Source: an optimization exercise on an open RTL-to-GDS flow (aim: small area). Production flows keep margins and buffers that such runs may drop. The RTL was checked by simulation tests, not by an equivalence proof against the original design. In every run shown here, the design's own scripts or RTL, not TritonCTS, make the clock network. The clock port is modelled as an ideal driver, which makes a skipped or thinned clock tree look cheaper than it is; a real chip needs a root buffer or a tree. Power and IR drop assume default switching activity.

`design/flow/config.mk`:
```
export PLATFORM = sky130hd
export DESIGN_NAME = top_wrapper
export DESIGN_NICKNAME = top_wrapper
export VERILOG_FILES = /design/flow/design.v
export SDC_FILE = /design/flow/constraint.sdc
export NUM_CORES = 4
export LEC_CHECK = 0
export CAP_MARGIN = 20
export CORE_MARGIN = 2
export CORE_UTILIZATION = 80
export SLEW_MARGIN = 20
```
`design/flow/constraint.sdc`:
```
create_clock -name core_clock -period 10.0 [get_ports {clk}]
set_input_delay 2.0000 -clock core_clock [delete_from_list [all_inputs] [get_ports {clk}]]
set_output_delay 2.0000 -clock core_clock [all_outputs]
set_load 0.01 [all_outputs]
```
`design/flow/design.v`:
```
module top_wrapper (
    input  wire       clk,
    input  wire       rst_n,
    input  wire       start_sample,
    input  wire       din1,
    output wire       cs_n,
    output wire       sclk,
    output wire       dac_sclk,
    output wire       dac_cs,
    output wire       dac_mosi,
    output wire       tx
);
  wire rst = !rst_n;
  reg  [8:0] lf;
  reg        sc;
  wire       term = (lf == 9'd364);
  wire       E    = term & !sc;
  always @(posedge clk) begin
    if (rst | term) lf <= 9'd0;
    else            lf <= {lf[7:0], ~(lf[8] ^ lf[4])};
    if (rst)        sc <= 1'b0;
    else if (term)  sc <= ~sc;
  end
  assign sclk     = sc;
  assign dac_sclk = sc;
  reg  [4:0] as;
  reg        db;                  
  wire adc_w1 = (as == 5'd17);
  wire adc_w2 = (as == 5'd18);
  wire       aset = (as == 5'd19) | (&as & !start_sample);
  wire [4:0] at   = {&as[3:0], &as[2:0], &as[1:0], as[0], 1'b1};
  always @(posedge clk) begin
    if (rst) as <= 5'd31;
    else if (E) as <= (as ^ at) | {5{aset}};
    if (E) db <= din1;
  end
  assign cs_n = as[4];
  reg [4:0] ds;
  wire       dset = (ds == 5'd16) | (ds == 5'd30 & !start_sample);
  wire [4:0] dt   = {&ds[3:0], &ds[2:0], &ds[1:0], ds[0], 1'b1};
  always @(posedge clk) begin
    if (rst) ds <= 5'd30;
    else if (E) ds <= dset ? 5'd30 : (ds ^ dt);
  end
  assign dac_cs   = ds[4];
  assign dac_mosi = !ds[4] & (ds[3] | ds[2]);
  reg [3:0] u;
  reg       pb;           
  reg       nb;           
  reg       txr;
  reg  [3:0] w;
  reg        e, f;
  wire push = (adc_w1 | adc_w2) & !f;
  wire pop  = (u == 4'd0) & !e;
  wire w0   = (w == 4'd0);
  wire w15  = (w == 4'd15);
  wire push_only = push & !pop;
  wire pop_only  = pop & !push;
  wire wu = E & push_only & !w15;
  wire wd = E & pop_only;
  wire [3:0] wt = {(wu & w[0] & w[1] & w[2]) | (wd & !w[0] & !w[1] & !w[2]),
                   (wu & w[0] & w[1])        | (wd & !w[0] & !w[1]),
                   (wu & w[0])               | (wd & !w[0]),
                   wu | wd};
  always @(posedge clk) begin
    if (rst) begin
      w <= 4'd0; e <= 1'b0; f <= 1'b0;
    end else begin
      w <= w ^ wt;
      if (E) begin
        e <= !push_only & (w0 | !start_sample);
        f <= !pop_only & (w15 | !start_sample);
      end
    end
  end
  reg  [6:0] ph;
  wire       cy  = &ph[2:0];
  wire       pp  = E & pop;
  wire       pu  = cy & !pp;
  wire       pdn = pp & !cy;
  wire [6:0] pt  = {(pu & ph[3] & ph[4] & ph[5]) | (pdn & !ph[3] & !ph[4] & !ph[5]),
                    (pu & ph[3] & ph[4])         | (pdn & !ph[3] & !ph[4]),
                    (pu & ph[3])                 | (pdn & !ph[3]),
                    pu | pdn,
                    ph[1] & ph[0], ph[0], 1'b1};
  always @(posedge clk) begin
    if (rst) ph <= 7'd0;
    else     ph <= ph ^ pt;
  end
  reg  [127:0] R;
  reg  [3:0]   hr;                            
  wire [2:0]   bi   = ph[2:0];
  wire         atw  = (ph[6:3] == w);
  wire         wlo  = atw & (as[4:3] == 2'b01) & (bi == ~as[2:0]);
  wire         whi  = atw & adc_w2 & !(w15 & pb);
  wire         rin  = wlo ? db : whi ? (!bi[2] & hr[3]) : R[127];
  wire         hin  = (as[4:2] == 3'b001 && ph[1:0] == ~as[1:0]) ? db : hr[3];
  always @(posedge clk) begin
    R  <= {R[126:0], rin};
    hr <= {hr[2:0], hin};
  end
  wire rd = !u[3] & (ph[6:3] == {4{pb}}) & (ph[2:0] == u[2:0]);
  always @(posedge clk) begin
    if (rd) nb <= R[127] & (pb | !w0);
    if (rst) begin
      u <= 4'd14; txr <= 1'b1;
    end else if (E) begin
      if (u == 4'd8) u <= 4'd14;
      else if (u != 4'd14 || !e) u <= u + 4'd1;
      txr <= u[3] | nb;
      pb  <= (u == 4'd0) ? !e : (pb & !u[3]);
    end
  end
  assign tx = txr;
endmodule
```
`design/flow/flow/run.sh`:
```
#!/bin/bash
# Standard layout, except that the clock tree is built by flow/cts_tree.tcl
# (a root buffer and CTS_NLEAF or more group buffers, each driving the
# flip-flops of one area), and the ports are buffered with the smallest
# buffer. Each tool's output goes to standard.log and the ORFS logs.
set -euo pipefail
export PRE_CTS_TCL="$PWD/flow/cts_tree.tcl"
export CTS_NLEAF=8
export CTS_SLEW_TARGET_PS=115
export CTS_LEAF_CELL=sky130_fd_sc_hd__buf_6
export CTS_ROOT_CELL=sky130_fd_sc_hd__clkbuf_4
export BUFFER_PORTS_ARGS="-inputs -outputs -buffer_cell sky130_fd_sc_hd__buf_1"
bash standard.sh > standard.log 2>&1
```
`design/flow/flow/cts_tree.tcl`:
```
# A small clock tree in place of TritonCTS. The clock flip-flops are split
# into groups by position (balanced k-means), each group is driven by one
# clock buffer at its centre, and one root buffer between the clock port and
# the group buffers. The number of groups starts at CTS_NLEAF and grows until
# the largest slew at a flip-flop clock pin, estimated from the placement,
# is at most CTS_SLEW_TARGET_PS.

proc cts_groups {sinks nleaf} {
  set n [llength $sinks]
  set sorted [lsort -real -index 1 [lmap s $sinks {list $s [expr {[lindex $s 1] + [lindex $s 2]}]}]]
  set cx {}; set cy {}
  for {set k 0} {$k < $nleaf} {incr k} {
    set s [lindex [lindex $sorted [expr {int(($k + 0.5) * $n / $nleaf)}]] 0]
    lappend cx [lindex $s 1]; lappend cy [lindex $s 2]
  }
  set cap [expr {int(ceil(1.0 * $n / $nleaf)) + 2}]
  for {set iter 0} {$iter < 30} {incr iter} {
    set pairs {}
    set i 0
    foreach s $sinks {
      for {set k 0} {$k < $nleaf} {incr k} {
        set d [expr {abs([lindex $s 1] - [lindex $cx $k]) + abs([lindex $s 2] - [lindex $cy $k])}]
        lappend pairs [list $d $i $k]
      }
      incr i
    }
    set pairs [lsort -real -index 0 $pairs]
    set asg [lrepeat $n -1]
    set cnt [lrepeat $nleaf 0]
    foreach p $pairs {
      lassign $p d i k
      if {[lindex $asg $i] >= 0} continue
      if {[lindex $cnt $k] >= $cap} continue
      lset asg $i $k
      lset cnt $k [expr {[lindex $cnt $k] + 1}]
    }
    set sx [lrepeat $nleaf 0.0]; set sy [lrepeat $nleaf 0.0]
    for {set i 0} {$i < $n} {incr i} {
      set k [lindex $asg $i]
      lset sx $k [expr {[lindex $sx $k] + [lindex [lindex $sinks $i] 1]}]
      lset sy $k [expr {[lindex $sy $k] + [lindex [lindex $sinks $i] 2]}]
    }
    for {set k 0} {$k < $nleaf} {incr k} {
      if {[lindex $cnt $k] > 0} {
        lset cx $k [expr {[lindex $sx $k] / [lindex $cnt $k]}]
        lset cy $k [expr {[lindex $sy $k] / [lindex $cnt $k]}]
      }
    }
  }
  return [list $asg $cx $cy $cnt]
}

proc cts_place {inst x y} {
  set m [$inst getMaster]
  $inst setLocation [expr {int($x - [$m getWidth] / 2)}] [expr {int($y - [$m getHeight] / 2)}]
  $inst setPlacementStatus PLACED
}

proc cts_build {sinks nleaf} {
  set block [ord::get_db_block]
  set db [ord::get_db]
  set clknet [$block findNet clk]
  lassign [cts_groups $sinks $nleaf] asg cx cy cnt
  puts "custom cts: $nleaf groups, sizes $cnt"
  set root [odb::dbInst_create $block [$db findMaster $::env(CTS_ROOT_CELL)] "clkbuf_root"]
  set rnet [odb::dbNet_create $block "clknet_root"]
  $rnet setSigType CLOCK
  [$root findITerm A] connect $clknet
  [$root findITerm X] connect $rnet
  set mx 0.0; set my 0.0
  for {set k 0} {$k < $nleaf} {incr k} {
    set mx [expr {$mx + [lindex $cx $k] / $nleaf}]
    set my [expr {$my + [lindex $cy $k] / $nleaf}]
  }
  cts_place $root $mx $my
  set lmaster [$db findMaster $::env(CTS_LEAF_CELL)]
  set n [llength $sinks]
  for {set k 0} {$k < $nleaf} {incr k} {
    set buf [odb::dbInst_create $block $lmaster "clkbuf_leaf_$k"]
    set net [odb::dbNet_create $block "clknet_leaf_$k"]
    $net setSigType CLOCK
    [$buf findITerm A] connect $rnet
    [$buf findITerm X] connect $net
    cts_place $buf [lindex $cx $k] [lindex $cy $k]
    for {set i 0} {$i < $n} {incr i} {
      if {[lindex $asg $i] == $k} {
        set it [lindex [lindex $sinks $i] 0]
        $it disconnect
        $it connect $net
      }
    }
  }
}

proc cts_teardown {sinks nleaf} {
  set block [ord::get_db_block]
  set clknet [$block findNet clk]
  foreach s $sinks {
    set it [lindex $s 0]
    $it disconnect
    $it connect $clknet
  }
  for {set k 0} {$k < $nleaf} {incr k} {
    odb::dbInst_destroy [$block findInst "clkbuf_leaf_$k"]
    odb::dbNet_destroy [$block findNet "clknet_leaf_$k"]
  }
  odb::dbInst_destroy [$block findInst "clkbuf_root"]
  odb::dbNet_destroy [$block findNet "clknet_root"]
}

proc cts_max_slew_ps {} {
  estimate_parasitics -placement
  set worst 0.0
  foreach pin [all_registers -clock_pins -edge_triggered] {
    foreach edge {rise fall} {
      set s [get_property $pin slew_max_$edge]
      set ps [expr {[sta::time_ui_sta $s] * 1e12}]
      if {$ps > $worst} { set worst $ps }
    }
  }
  return $worst
}

proc clock_tree_synthesis {args} {
  set block [ord::get_db_block]
  set clknet [$block findNet clk]
  set sinks {}
  foreach it [$clknet getITerms] {
    set bb [[$it getInst] getBBox]
    lappend sinks [list $it [expr {([$bb xMin] + [$bb xMax]) / 2.0}] [expr {([$bb yMin] + [$bb yMax]) / 2.0}]]
  }
  puts "custom cts: [llength $sinks] sinks"
  set_propagated_clock [all_clocks]
  set nleaf $::env(CTS_NLEAF)
  while {1} {
    cts_build $sinks $nleaf
    set slew [cts_max_slew_ps]
    puts "custom cts: $nleaf groups, estimated worst clock pin slew $slew ps"
    if {$slew <= $::env(CTS_SLEW_TARGET_PS) || $nleaf >= 40} break
    cts_teardown $sinks $nleaf
    incr nleaf
  }
  $clknet setSigType CLOCK
}
```
`design/flow/standard.sh`:
```
#!/bin/bash
# synth_recipe.tcl (not shown) runs the flow's synth.tcl, then flattens the netlist and writes it again
# the make line also repeats each setting of config.mk as NAME=value (left out here)
make -C /OpenROAD-flow-scripts/flow DESIGN_CONFIG=/design/flow/config.mk WORK_HOME=/design/flow/orfs CLKGATE_MAP_FILE= SYNTH_SCRIPT=/design/flow/synth_recipe.tcl "${@:-finish}"
```
==> results of run 1 <==
==> synthesized netlist by cell type (all sizes together), types with 3 or more instances <==
cell type	n	area share, %
nor2	18	1.6
o21ai	8	0.83
inv	14	1.1
nand3	9	0.94
nor3b	3	0.47
a21oi	11	1.1
and2	6	0.78
nor3	6	0.62
mux2i	4	0.83
mux2	3	0.70
nand2b	4	0.68
edfxtp	3	1.9
xor2	11	2.0
nand2	26	2.2
o22ai	4	0.52
dfxtp	170	71
nand4	6	0.78
and3	9	1.2
clkbuf	6	0.47
ha	16	4.2
xnor2	8	1.5
buf	6	0.73
==> registers in the layout, summed over array words and instances (netlist names) <==
signal	cells
as	5
lf	9
hr	4
ds	5
w	4
db	1
txr	1
pb	1
nb	1
R	128
ph	7
f	1
e	1
u	4
sc	1
==> cells in the final DEF (no fill, tap or decap), types with 2 or more instances in the layout <==
master    netlist  routed
a21oi_1        11      11
and2_1          6       6
and3_1          9       9
buf_1           0       9
buf_6           0      10
dfxtp_1       170     170
edfxtp_1        3       3
ha_1           16      16
inv_1          14      14
mux2_2          3       3
mux2i_1         4       4
nand2_1        25      25
nand2b_1        3       3
nand3_1         9       9
nand4_1         6       6
nor2_1         17      17
nor2b_1         2       2
nor3_1          6       6
nor3b_1         3       3
o21ai_0         8       8
o22ai_1         4       4
or3_1           2       2
or4b_1          2       2
xnor2_1         8       8
xor2_1         11      11
==> through the flow <==
step | setup slack (ns) | utilization, %
4_1_cts | 6.64 | 85.4
3_3_place_gp | 6.31 | 83.4
6_report | 6.53 | 85.4
3_5_place_dp | 6.16 | 83.4
5_1_grt | 6.39 | 85.4
2_1_floorplan | 7.10 | -
==> critical path: cells and delay by family <==
family                 cells  cell delay (ns)
AND/OR/NAND/NOR            1             0.13
buffers and inverters      2             1.22
AO/OA/AOI/OAI              1             0.48
==> layer usage <==
layer	routed length, um	track usage (%)	up-vias
met1	3730	38.2	1285
met4	584	15.3	0
met5	0	0	-
li1	-	-	1256
met2	4600	50.6	182
met3	639	4.40	51
==> cell type report <==
class / instances / area share (%)
Timing Repair Buffer: 9 / 0.676
Buffer: 11 / 2.40
Tap cell: 75 / 1.88
Sequential cell: 173 / 69.9
Inverter: 15 / 1.23
Multi-Input combinational cell: 176 / 23.9
==> logic make-up after synthesis <==
group	share of synthesized area (%)
simple gates	11.1
compound gates	4.61
flops	72.7
xor+xnor	3.46
fa+ha+maj	4.16
buf+inv	2.47
mux	1.54
==> power by group through the flow <==
stage | Sequential [mW] | Clock, mW | Combinational [mW]
floorplan | 0.709 | 0 | 0.00625
global placement | 0.710 | 0 | 0.00776
detailed placement | 0.710 | 0 | 0.00903
CTS | 0.695 | 0.274 | 0.00985
global route | 0.695 | 0.294 | 0.0107
finish | 0.695 | 0.273 | 0.0102
==> path summary, 6_finish.rpt <==
check,to,slack [ns],cells past startpoint
hold / removal,R[36],0.31,0
hold reg to reg,R[36],0.31,0
setup / recovery,as[2],6.53,4
setup reg to reg,ph[5],7.08,8
==> impl_metrics.json, run 1 <==
{
  "postPlaceCellArea_um2": 4880,
  "ant_nets": 0,
  "setup_tns_ns": 0,
  "io_pins": 10,
  "path_clk_slew_ns": 0.12,
  "finalNetCount": 406,
  "max_stage_delay_ns": 0.67,
  "antenna_found_initial": 0,
  "critPathArrivalTime_ns": 3.84,
  "switching_share_pct": 20.6,
  "fill_cells": 242,
  "cp-end-kind": "flop",
  "cp_cell_sequence": "buf_1 -> inv_1 -> a21oi_1 -> nand3_1",
  "p_comb_share_pct": 1.0,
  "leakage_nw": 2.04,
  "die_w_um": 81.5,
  "synth-seq-cells": 173,
  "core_um2": 5850,
  "hp-start": "R[35]",
  "place_inst": 448,
  "fin_cells": 459,
  "status": "finished clean",
  "seq_power_share_pct": 71.0,
  "drv_cap": 0,
  "synth_flop_cell": "dfxtp_1",
  "whs_ns": 0.312,
  "synth-edff-count": 3,
  "port-buffer-count": 9,
  "async_flop_share_pct": 0,
  "synth_cell_types": 48,
  "drt_iter0_drc": 277,
  "place_hpwl_mm": 5.43,
  "gp_congestion": 0.876,
  "total_power_mw": 0.978,
  "synth_nets": 396,
  "grt.total_usage_pct": 30.1,
  "die_h_um": 81.5,
  "worst_ep_required_time_ns": 10.37,
  "start_kind": "input port",
  "startpoint": "rst_n",
  "cp_slowest_cell": "buf_1",
  "fmax_ghz": 0.288,
  "cts_setup_buffers": 0,
  "fp-row-count": 28,
  "drc_errors": 0,
  "grt_pass1_wl_mm": 14.8,
  "internal_power_mw": 0.777,
  "design_area_um2": 5000,
  "finalMaxSlewViolations": 0,
  "timing.rr.start": "lf[2]",
  "critPathMaxFanout": 23,
  "yosysSeqAreaShare_pct": 72.7,
  "clkLatencyLatePin_ns": 0.51,
  "hp-class": "reg -> reg",
  "min_period_ns": 3.47,
  "yosysWarnings": 1,
  "rsz0062_at_grt": "false",
  "switchingPower_mw": 0.201,
  "grt_max_degree": 24,
  "period_share_pct": 34.7,
  "dieArea_um2": 6650,
  "avgSynthCellArea_um2": 12.8,
  "dr_total_vias": 2774,
  "powerDensity_nw_per_um2": 196,
  "relSlewSlack_pct": 38.6,
  "setup_viol": 0,
  "clkPwrFrac_pct": 27.9,
  "wl_mm": 9.55,
  "cts_resized": 0,
  "peakVddDrop_v": 0.000178,
  "ff_latch_area_um2": 3490,
  "crit_type": "in -> reg",
  "start_util_pct": 82.2,
  "area_growth_pct": 3.96,
  "diodes": 0,
  "tightest_slew_ns": 0.921,
  "drt_first_pass_iters": 6,
  "vias_per_cell": 6.04,
  "multi_input_area_um2": 1200,
  "hold_buffers": 0,
  "drive_gt1_share_pct": 5.47,
  "first_global_vias": 2749,
  "hold_violations": 0,
  "wl_per_cell_um": 20.8,
  "synth_area_um2": 4810,
  "netlist_instances": 376,
  "gr-total-overflow": 0,
  "skew_ns": 0.0244
}
==> run 2: changes to the inputs <==
--- a/design/flow/flow/run.sh
+++ b/design/flow/flow/run.sh
@@ -7,7 +7,7 @@
 export PRE_CTS_TCL="$PWD/flow/cts_tree.tcl"
 export CTS_NLEAF=8
 export CTS_SLEW_TARGET_PS=115
-export CTS_LEAF_CELL=sky130_fd_sc_hd__buf_6
-export CTS_ROOT_CELL=sky130_fd_sc_hd__clkbuf_4
+export CTS_LEAF_CELL=sky130_fd_sc_hd__clkbuf_8
+export CTS_ROOT_CELL=sky130_fd_sc_hd__clkbuf_16
 export BUFFER_PORTS_ARGS="-inputs -outputs -buffer_cell sky130_fd_sc_hd__buf_1"
 bash standard.sh > standard.log 2>&1
--- a/design/flow/flow/cts_tree.tcl
+++ b/design/flow/flow/cts_tree.tcl
@@ -13,13 +13,13 @@
     set s [lindex [lindex $sorted [expr {int(($k + 0.5) * $n / $nleaf)}]] 0]
     lappend cx [lindex $s 1]; lappend cy [lindex $s 2]
   }
-  set cap [expr {int(ceil(1.0 * $n / $nleaf)) + 2}]
+  set cap [expr {int(ceil(1.0 * $n / $nleaf))}]
   for {set iter 0} {$iter < 30} {incr iter} {
     set pairs {}
     set i 0
     foreach s $sinks {
       for {set k 0} {$k < $nleaf} {incr k} {
-        set d [expr {abs([lindex $s 1] - [lindex $cx $k]) + abs([lindex $s 2] - [lindex $cy $k])}]
+        set d [expr {pow([lindex $s 1] - [lindex $cx $k], 2) + pow([lindex $s 2] - [lindex $cy $k], 2)}]
         lappend pairs [list $d $i $k]
       }
       incr i
--- a/design/flow/config.mk
+++ b/design/flow/config.mk
@@ -7,5 +7,5 @@
 export LEC_CHECK = 0
 export CAP_MARGIN = 20
 export CORE_MARGIN = 2
-export CORE_UTILIZATION = 80
+export CORE_UTILIZATION = 70
 export SLEW_MARGIN = 20
==> impl_metrics.json, run 2 <==
{
  "status": "finished clean",
  "start_util_pct": 71.6,
  "peakVddDrop_v": 0.000212,
  "fin_ws_ns": 6.52,
  "drive_gt1_share_pct": 5.71,
  "p_comb_share_pct": 0.8,
  "internal_power_mw": 0.813,
  "finalMaxSlewViolations": 0,
  "fp-row-count": 30,
  "grt_pass1_wl_mm": 11.5,
  "dieArea_um2": 7550,
  "r2r_slack_ns": 7.37,
  "gp_congestion": 0.788,
  "drc_errors": 0,
  "vias_per_cell": 5.33,
  "wl_mm": 6.95,
  "yosysWarnings": 1,
  "hold_buffers": 0,
  "setup_tns_ns": 0,
  "drt_first_pass_iters": 4,
  "hp-class": "reg -> reg",
  "critPathArrivalTime_ns": 3.71,
  "regMostFlops": "R",
  "critPathMaxFanout": 23,
  "hp-start": "R[6]",
  "synth_flop_cell": "dfxtp_1",
  "ant_nets": 0,
  "wl_per_cell_um": 14.9,
  "synth_compound_area_share_pct": 4.61,
  "gr-total-overflow": 0,
  "yosys.area_share.simple_pct": 11.1,
  "period_share_pct": 34.8,
  "cp_slowest_cell": "buf_1",
  "io_pins": 10,
  "antenna_found_initial": 0,
  "r2r_cells": 8,
  "setup_viol": 0,
  "tightest_slew_ns": 0.847,
  "powerDensity_nw_per_um2": 198,
  "avgSynthCellArea_um2": 12.8,
  "switchingPower_mw": 0.191,
  "area_growth_pct": 5.26,
  "clkPwrFrac_pct": 30.1,
  "crit_type": "in -> reg",
  "synth-seq-cells": 173,
  "timing.rr.start": "lf[2]",
  "cp_cell_sequence": "buf_1 -> inv_1 -> a21oi_1 -> o211ai_1",
  "grt_max_degree": 24,
  "drv_cap": 0,
  "worst_ep_required_time_ns": 10.23,
  "synth_cell_types": 48,
  "yosys-mux-area-fraction_pct": 1.54,
  "place_ws_ns": 6.19,
  "top_regs": "R (128), lf (9), ph (7)",
  "largest_reg_flops": 128,
  "skew_ns": 0.0137,
  "core_um2": 6720,
  "cts_resized": 0,
  "grt.total_usage_pct": 18.9,
  "fmax_ghz": 0.287,
  "leakage_nw": 2.06,
  "switching_share_pct": 19.0,
  "crit_family": "buffers and inverters",
  "diodes": 0,
  "drt_iter0_drc": 105,
  "port-buffer-count": 9,
  "synth.area.top_cells": "dfxtp_1 71%, ha_1 4.2%, xor2_1 2.0%",
  "yosysMostFrequentCell": "dfxtp_1",
  "place_hpwl_mm": 4.33,
  "hold_violations": 0,
  "synthAdderAreaFrac_pct": 4.16,
  "place_inst": 453,
  "yosysSeqAreaShare_pct": 72.7,
  "first_global_vias": 2321,
  "finalNetCount": 407,
  "synth_top_family_by_area": "simple AND/OR/NAND/NOR gates",
  "async_flop_share_pct": 0,
  "synth-xor-area-share_pct": 3.46,
  "synth_nets": 396,
  "relSlewSlack_pct": 43.5,
  "die_w_um": 86.9,
  "crit_buf_inv": 2,
  "seq_power_share_pct": 69.1,
  "start_kind": "input port",
  "max_stage_delay_ns": 0.62,
  "fin_cells": 465,
  "cts_setup_buffers": 0,
  "cp-end-kind": "flop",
  "r2r_end": "ph[5]",
  "min_path_cells": 0,
  "min_to": "R[7]",
  "dr_total_vias": 2478,
  "netlist_instances": 376,
  "ys_top_cells_by_count": "170 x dfxtp_1, 25 x nand2_1, 17 x nor2_1",
  "yosys.area.top_type": "dfxtp_1",
  "synth_area_um2": 4810,
  "rsz0062_at_grt": "false",
  "clkLatencyLatePin_ns": 0.35,
  "path_clk_slew_ns": 0.10,
  "final_cell_mix": "170 x dfxtp_1, 25 x nand2_1, 17 x nor2_1, 16 x ha_1, 14 x inv_1",
  "final_common_cell": "dfxtp_1",
  "synth_top_area_share_pct": 70.8,
  "min_period_ns": 3.48,
  "synth-edff-count": 3,
  "die_h_um": 86.9
}
==> run 2: cell counts after synthesis <==
No cell type changed its count.
==> run 2: routing by layer <==
layer	part of all wire (%)	GRT usage, %	vias to the layer above
met5	0	0	-
met2	45	30.2	49
li1	-	-	1258
met3	3.6	2.09	18
met4	2.7	4.83	0
met1	49	27.9	1153
==> run 2: kinds of logic after synthesis <==
| kind of cell | Yosys count |
|---|---|
| AND/OR/NAND/NOR | 99 |
| adder cells (fa/ha/maj) | 16 |
| AO/OA/AOI/OAI | 35 |
| XOR/XNOR | 19 |
| flip-flops | 173 |
| multiplexers | 7 |
| buffers and inverters | 27 |
==> run 2: worst max-delay path by stage <==
| stage | startpoint | end | cells past startpoint |
|---|---|---|---|
| floorplan | start_sample | ds[3] | 4 |
| global placement | rst_n | as[1] | 4 |
| detailed placement | rst_n | as[1] | 4 |
| CTS | rst_n | as[1] | 4 |
| global route | rst_n | as[1] | 4 |
| finish | rst_n | as[1] | 4 |
==> run 2: per-stage QoR <==
| step | util (%) | hold WS, ns | total power [mW] | cell area (um^2) |
|---|---|---|---|---|
| global placement | 72.7 | 0.311 | 0.718 | 4880 |
| global route | 75.3 | 0.333 | 1.04 | 5060 |
| floorplan | - | 0.310 | 0.716 | 4810 |
| finish | 75.3 | 0.322 | 1.00 | 5060 |
| CTS | 75.3 | 0.322 | 1.01 | 5060 |
| detailed placement | 72.7 | 0.312 | 0.719 | 4880 |
==> run 2: power groups by stage <==
stage | clock network (mW) | logic, mW | registers [mW]
floorplan | 0 | 0.00625 | 0.709
global placement | 0 | 0.00789 | 0.710
detailed placement | 0 | 0.00830 | 0.710
CTS | 0.307 | 0.00840 | 0.694
global route | 0.332 | 0.00940 | 0.695
finish | 0.302 | 0.00835 | 0.694
==> run 2: layout make-up <==
| class | count | area [um^2] |
|---|---|---|
| sequential | 173 | 3490 |
| fill | 418 | 1660 |
| multi-input combinational | 176 | 1200 |
| buffer | 12 | 176 |
| tap | 80 | 100 |
| inverter | 15 | 61.3 |
| timing repair buffer | 9 | 33.8 |
==> run 3: changes to the inputs <==
--- a/design/flow/config.mk
+++ b/design/flow/config.mk
@@ -7,5 +7,5 @@
 export LEC_CHECK = 0
 export CAP_MARGIN = 20
 export CORE_MARGIN = 2
-export CORE_UTILIZATION = 70
+export CORE_UTILIZATION = 60
 export SLEW_MARGIN = 20
==> impl_metrics.json, run 3 <==
{
  "seq_power_share_pct": 69.8,
  "leakage_nw": 2.06,
  "place_hpwl_mm": 3.99,
  "r2r_end": "ph[5]",
  "final_common_cell": "dfxtp_1",
  "synth-seq-cells": 173,
  "finalNetCount": 406,
  "regMostFlops": "R",
  "max_stage_delay_ns": 0.59,
  "ant_nets": 0,
  "total_power_mw": 0.994,
  "peakVddDrop_v": 0.000163,
  "io_pins": 10,
  "hp-start": "R[92]",
  "cp-end-kind": "flop",
  "cp_slowest_cell": "buf_1",
  "area_growth_pct": 5.54,
  "period_share_pct": 34.4,
  "synth_area_um2": 4810,
  "setup_tns_ns": 0,
  "cts_setup_buffers": 0,
  "skew_ns": 0.0159,
  "gr-total-overflow": 0,
  "hold_buffers": 0,
  "wl_per_cell_um": 13.1,
  "drt_iter0_drc": 73,
  "min_to": "R[93]",
  "fin_cells": 486,
  "p_comb_share_pct": 0.8,
  "top_regs": "R (128), lf (9), ph (7)",
  "cts_resized": 0,
  "internal_power_mw": 0.805,
  "port-buffer-count": 9,
  "min_period_ns": 3.44,
  "synth_cell_types": 48,
  "final_core_util_pct": 65.7,
  "critPathArrivalTime_ns": 3.65,
  "clkPwrFrac_pct": 29.4,
  "final_cell_mix": "170 x dfxtp_1, 25 x nand2_1, 17 x nor2_1, 16 x ha_1, 14 x inv_1",
  "largest_reg_flops": 128,
  "drv_cap": 0,
  "place_inst": 475,
  "setup_viol": 0,
  "design_area_um2": 5070,
  "grt_pass1_wl_mm": 10.8,
  "vias_per_cell": 4.97,
  "synth-edff-count": 3,
  "synth_nets": 396,
  "path_clk_slew_ns": 0.09,
  "postPlaceCellArea_um2": 4910,
  "finalMaxSlewViolations": 0,
  "status": "finished clean",
  "yosys.area.top_type": "dfxtp_1",
  "cp_cell_sequence": "buf_1 -> inv_1 -> a21oi_1 -> o211ai_1",
  "netlist_instances": 376,
  "start_kind": "input port",
  "gp_congestion": 0.775,
  "grt_max_degree": 24,
  "grt.total_usage_pct": 15.3,
  "antenna_found_initial": 0,
  "hp-class": "reg -> reg",
  "yosysMostFrequentCell": "dfxtp_1",
  "drive_gt1_share_pct": 5.47,
  "rsz0062_at_grt": "false",
  "async_flop_share_pct": 0,
  "core_um2": 7730,
  "dr_total_vias": 2416,
  "clkLatencyLatePin_ns": 0.36,
  "avgSynthCellArea_um2": 12.8,
  "synth_top_area_share_pct": 70.8,
  "drc_errors": 0,
  "wl_mm": 6.36,
  "relSlewSlack_pct": 46.7,
  "tightest_slew_ns": 0.799,
  "die_h_um": 93.5,
  "synth_flop_cell": "dfxtp_1",
  "crit_type": "in -> reg",
  "yosysWarnings": 1,
  "worst_ep_required_time_ns": 10.22,
  "r2r_slack_ns": 7.34,
  "fp-row-count": 32,
  "fmax_ghz": 0.291,
  "synth.area.top_cells": "dfxtp_1 71%, ha_1 4.2%, xor2_1 2.0%",
  "hold_violations": 0,
  "powerDensity_nw_per_um2": 196,
  "switching_share_pct": 19.1,
  "drt_first_pass_iters": 5,
  "critPathMaxFanout": 23,
  "timing.rr.start": "lf[2]",
  "first_global_vias": 2137,
  "start_util_pct": 62.2,
  "dieArea_um2": 8750,
  "diodes": 0,
  "ys_top_cells_by_count": "170 x dfxtp_1, 25 x nand2_1, 17 x nor2_1",
  "die_w_um": 93.5,
  "yosysSeqAreaShare_pct": 72.7,
  "r2r_cells": 8,
  "min_path_cells": 0,
  "fill_cells": 592,
  "switchingPower_mw": 0.190
}
==> run 3: changes by cell type in the layout (fill, tap and decap cells not counted), sizes merged <==
cell | previous run | this run
clkbuf | 12 | 11
==> run 3: worst max path at each step <==
stage | start | to | slack [ns] | depth (start not counted)
after detailed placement | rst_n | as[1] | 6.13 | 4
after floorplan | start_sample | ds[3] | 7.10 | 4
after global placement | rst_n | as[1] | 6.24 | 4
after CTS | rst_n | as[1] | 6.50 | 4
final | rst_n | as[1] | 6.56 | 4
after global routing | rst_n | as[1] | 6.23 | 4
==> run 3: worst max-delay path: cells and delay by family <==
family / cells / cell delay [ns]
compound gates: 2 / 0.59
buf+inv: 2 / 1.06
==> run 3: final cells by class <==
cell class                      instances  area (um^2)  share of cell area (%)
Buffer                                 11          163                    3.21
Inverter                               15         61.3                    1.21
Multi-Input combinational cell        176         1200                    23.6
Sequential cell                       173         3490                    68.8
Tap cell                              102          128                    2.51
Timing Repair Buffer                    9         33.8                   0.666
==> run 3: metrics by stage <==
step / setup WS, ns / hold WS, ns
2_1_floorplan: 7.10 / 0.310
3_3_place_gp: 6.24 / 0.311
3_5_place_dp: 6.13 / 0.312
4_1_cts: 6.50 / 0.329
5_1_grt: 6.23 / 0.338
6_report: 6.56 / 0.328
==> run 3: power groups by stage <==
stage                     Combinational (mW)  Clock, mW  Sequential [mW]
final                                0.00788      0.292            0.694
after global routing                 0.00952      0.326            0.695
after CTS                            0.00814      0.304            0.694
after detailed placement             0.00808          0            0.710
after global placement               0.00790          0            0.710
after floorplan                      0.00625          0            0.709
==> run 3: routing by layer <==
| layer | part of all wire (%) | GRT usage (%) | vias up |
|---|---|---|---|
| li1 | - | - | 1254 |
| met1 | 53 | 25.1 | 1127 |
| met2 | 41 | 21.5 | 23 |
| met3 | 3.0 | 2.10 | 12 |
| met4 | 2.1 | 2.94 | 0 |
| met5 | 0 | 0 | - |
==> run 3: kinds of logic after synthesis <==
logic type | count (synthesis) | share of synthesized area, %
flip-flops | 173 | 72.7
adder cells (fa/ha/maj) | 16 | 4.16
AO/OA/AOI/OAI | 35 | 4.61
AND/OR/NAND/NOR | 99 | 11.1
buffers and inverters | 27 | 2.47
XOR/XNOR | 19 | 3.46
multiplexers | 7 | 1.54
==> run 4: changes to the inputs <==
==> design/flow/flow/run.sh (replaced) <==
#!/bin/bash
# Standard layout (the standard.sh, standard synthesis unchanged), except
# that the clock tree is built by flow/cts_tree.tcl in place of TritonCTS (a
# root buffer, and CTS_NLEAF or more group buffers each driving the
# flip-flops of one area, as many as it takes to keep the estimated clock pin
# slew within CTS_SLEW_TARGET_PS), and the ports are buffered with the
# smallest buffer. The output of every tool goes to standard.log here and to
# the ORFS logs under orfs/logs.
set -euo pipefail
export PRE_CTS_TCL="$PWD/flow/cts_tree.tcl"
export CTS_NLEAF=8
export CTS_SLEW_TARGET_PS=115
export CTS_LEAF_CELL=sky130_fd_sc_hd__buf_6
export CTS_ROOT_CELL=sky130_fd_sc_hd__clkbuf_4
export BUFFER_PORTS_ARGS="-inputs -outputs -buffer_cell sky130_fd_sc_hd__buf_1"
bash standard.sh > standard.log 2>&1
--- a/design/flow/flow/cts_tree.tcl
+++ b/design/flow/flow/cts_tree.tcl
@@ -13,13 +13,13 @@
     set s [lindex [lindex $sorted [expr {int(($k + 0.5) * $n / $nleaf)}]] 0]
     lappend cx [lindex $s 1]; lappend cy [lindex $s 2]
   }
-  set cap [expr {int(ceil(1.0 * $n / $nleaf))}]
+  set cap [expr {int(ceil(1.0 * $n / $nleaf)) + 2}]
   for {set iter 0} {$iter < 30} {incr iter} {
     set pairs {}
     set i 0
     foreach s $sinks {
       for {set k 0} {$k < $nleaf} {incr k} {
-        set d [expr {pow([lindex $s 1] - [lindex $cx $k], 2) + pow([lindex $s 2] - [lindex $cy $k], 2)}]
+        set d [expr {abs([lindex $s 1] - [lindex $cx $k]) + abs([lindex $s 2] - [lindex $cy $k])}]
         lappend pairs [list $d $i $k]
       }
       incr i
--- a/design/flow/config.mk
+++ b/design/flow/config.mk
@@ -7,5 +7,5 @@
 export LEC_CHECK = 0
 export CAP_MARGIN = 20
 export CORE_MARGIN = 2
-export CORE_UTILIZATION = 60
+export CORE_UTILIZATION = 70
 export SLEW_MARGIN = 20
==> impl_metrics.json, run 4 <==
{
  "status": "finished clean",
  "synth_flop_cell": "dfxtp_1",
  "tightest_slew_ns": 0.851,
  "path_clk_slew_ns": 0.10,
  "rsz0062_at_grt": "false",
  "ys_top_cells_by_count": "170 x dfxtp_1, 25 x nand2_1, 17 x nor2_1",
  "hold_buffers": 0,
  "hp-class": "reg -> reg",
  "leakage_nw": 2.04,
  "yosysWarnings": 1,
  "period_share_pct": 33.5,
  "wl_mm": 6.77,
  "total_power_mw": 0.976,
  "drt_first_pass_iters": 4,
  "yosys.area.top_type": "dfxtp_1",
  "top_layer_used": "met4",
  "skew_ns": 0.0408,
  "fin_cells": 465,
  "drive_gt1_share_pct": 5.71,
  "grt_max_degree": 24,
  "setup_tns_ns": 0,
  "gr-total-overflow": 0,
  "fill_cells": 420,
  "synth.area.top_cells": "dfxtp_1 71%, ha_1 4.2%, xor2_1 2.0%",
  "drt_iter0_drc": 95,
  "cp-end-kind": "flop",
  "critPathArrivalTime_ns": 3.70,
  "synth_nets": 396,
  "place_hpwl_mm": 4.33,
  "finalNetCount": 407,
  "dr_total_vias": 2486,
  "cts_setup_buffers": 0,
  "regMostFlops": "R",
  "finalMaxSlewViolations": 0,
  "wl_met2_mm": 2.97,
  "core_um2": 6720,
  "place_ws_ns": 6.19,
  "first_global_vias": 2318,
  "gp_congestion": 0.788,
  "multi_input_area_um2": 1200,
  "yosysMostFrequentCell": "dfxtp_1",
  "powerDensity_nw_per_um2": 195,
  "start_kind": "input port",
  "clkLatencyLatePin_ns": 0.49,
  "start_util_pct": 71.6,
  "grt_pass1_wl_mm": 11.2,
  "drv_cap": 0,
  "peakVddDrop_v": 0.000163,
  "io_pins": 10,
  "dieArea_um2": 7550,
  "crit_type": "in -> reg",
  "fmax_ghz": 0.298,
  "diodes": 0,
  "drc_errors": 0,
  "netlist_instances": 376,
  "antenna_found_initial": 0,
  "synth_cell_types": 48,
  "top_regs": "R (128), lf (9), ph (7)",
  "synth-seq-cells": 173,
  "ff_latch_area_um2": 3490,
  "final_cell_mix": "170 x dfxtp_1, 25 x nand2_1, 17 x nor2_1, 16 x ha_1, 14 x inv_1",
  "setup_viol": 0,
  "wl_met3_um": 306,
  "worst_ep_required_time_ns": 10.35,
  "fp-row-count": 30,
  "avgSynthCellArea_um2": 12.8,
  "final_common_cell": "dfxtp_1",
  "wl_per_cell_um": 14.6,
  "ant_nets": 0,
  "wl_met1_mm": 3.34,
  "cts_resized": 0,
  "synth_area_um2": 4810,
  "fin_ws_ns": 6.65,
  "yosysSeqAreaShare_pct": 72.7,
  "place_inst": 453,
  "die_w_um": 86.9,
  "synth_top_area_share_pct": 70.8,
  "min_period_ns": 3.35,
  "async_flop_share_pct": 0,
  "hold_violations": 0,
  "die_h_um": 86.9,
  "synth-edff-count": 3,
  "relSlewSlack_pct": 43.2,
  "vias_per_cell": 5.35,
  "port-buffer-count": 9,
  "area_growth_pct": 4.32,
  "grt.total_usage_pct": 18.4,
  "critPathMaxFanout": 23,
  "largest_reg_flops": 128
}
run 4: cell counts after synthesis:
No cell type changed its count.
run 4: stage by stage:
stage                     instance area (um^2)  utilization, %  hold slack [ns]
after floorplan                           4810               -            0.310
final                                     5020            74.7            0.309
after CTS                                 5020            74.7            0.310
after global routing                      5020            74.7            0.311
after detailed placement                  4880            72.7            0.312
after global placement                    4880            72.7            0.311
run 4: final timing paths:
check | slack [ns] | to | cells after the start | start
max reg2reg | 7.32 | ph[5] | 8 | lf[2]
min reg2reg | 0.31 | R[5] | 0 | R[4]
max | 6.65 | as[1] | 4 | rst_n
min | 0.31 | R[5] | 0 | R[4]
run 4: cell type report:
class | instances | share of cell area, %
timing repair buffer | 9 | 0.673
sequential | 173 | 69.6
tap | 80 | 2.00
buffer | 12 | 2.62
inverter | 15 | 1.22
multi-input combinational | 176 | 23.8
run 4: layer usage:
layer / up-vias / global-route usage (%)
met3: 20 / 2.56
met4: 0 / 5.26
li1: 1265 / -
met5: - / 0
met1: 1148 / 26.9
met2: 53 / 28.9
run 4: logic make-up (layout without fill, tap and decap cells):
kind of cell | after synthesis | in the layout | synth area share, %
muxes | 7 | 7 | 1.54
DFF | 173 | 173 | 72.7
adders and majority gates | 16 | 16 | 4.16
and+or+nand+nor | 99 | 99 | 11.1
buffers and inverters | 27 | 36 | 2.47
AOI/OAI and AO/OA | 35 | 35 | 4.61
xor gates and xnor gates | 19 | 19 | 3.46
run 4: worst max-delay path, stage by stage:
cell      delay, ns
buf_1          0.62
inv_1          0.50
a21oi_1        0.43
o211ai_1       0.14
run 4: power breakdown:
part	total (mW)	switching, mW	internal (mW)
Clock	0.273	0.185	0.0885
Combinational	0.00833	0.00477	0.00355
Sequential	0.694	0.00226	0.692

port drivers added, routing unchanged:
Ports are ideal in the flow. The routed layouts listed here were re-timed in OpenROAD. Step 1, drivers: a clkbuf_16 drives clk and a buf_2 each remaining input, both assumed. Step 2 moves the port delays by t, midway between the first and last clock arrival at a register: inputs arrive t later, outputs are due t later. That takes back most of the time a late clock gives input paths. Slacks: no drivers / after step 1 / after step 2; pairs: no drivers / after step 1.
run | t, ns | setup slack, ns | worst setup path after step 2 | clock arrival spread, ns | worst register clock-pin slew, ns
run 1 | 0.522 | 6.529 / 6.525 / 6.004 | input to register | 0.025 / 0.025 | 0.12 / 0.12
run 2 | 0.377 | 6.515 / 6.519 / 6.143 | input to register | 0.015 / 0.015 | 0.10 / 0.10
run 3 | 0.380 | 6.563 / 6.568 / 6.188 | input to register | 0.019 / 0.020 | 0.11 / 0.11
run 4 | 0.498 | 6.647 / 6.648 / 6.149 | input to register | 0.045 / 0.045 | 0.11 / 0.11
After both steps setup and hold are still met in every run listed. The setup slack of run 1, which loses most, moves by -0.004 ns with the drivers and by -0.525 ns with both steps.
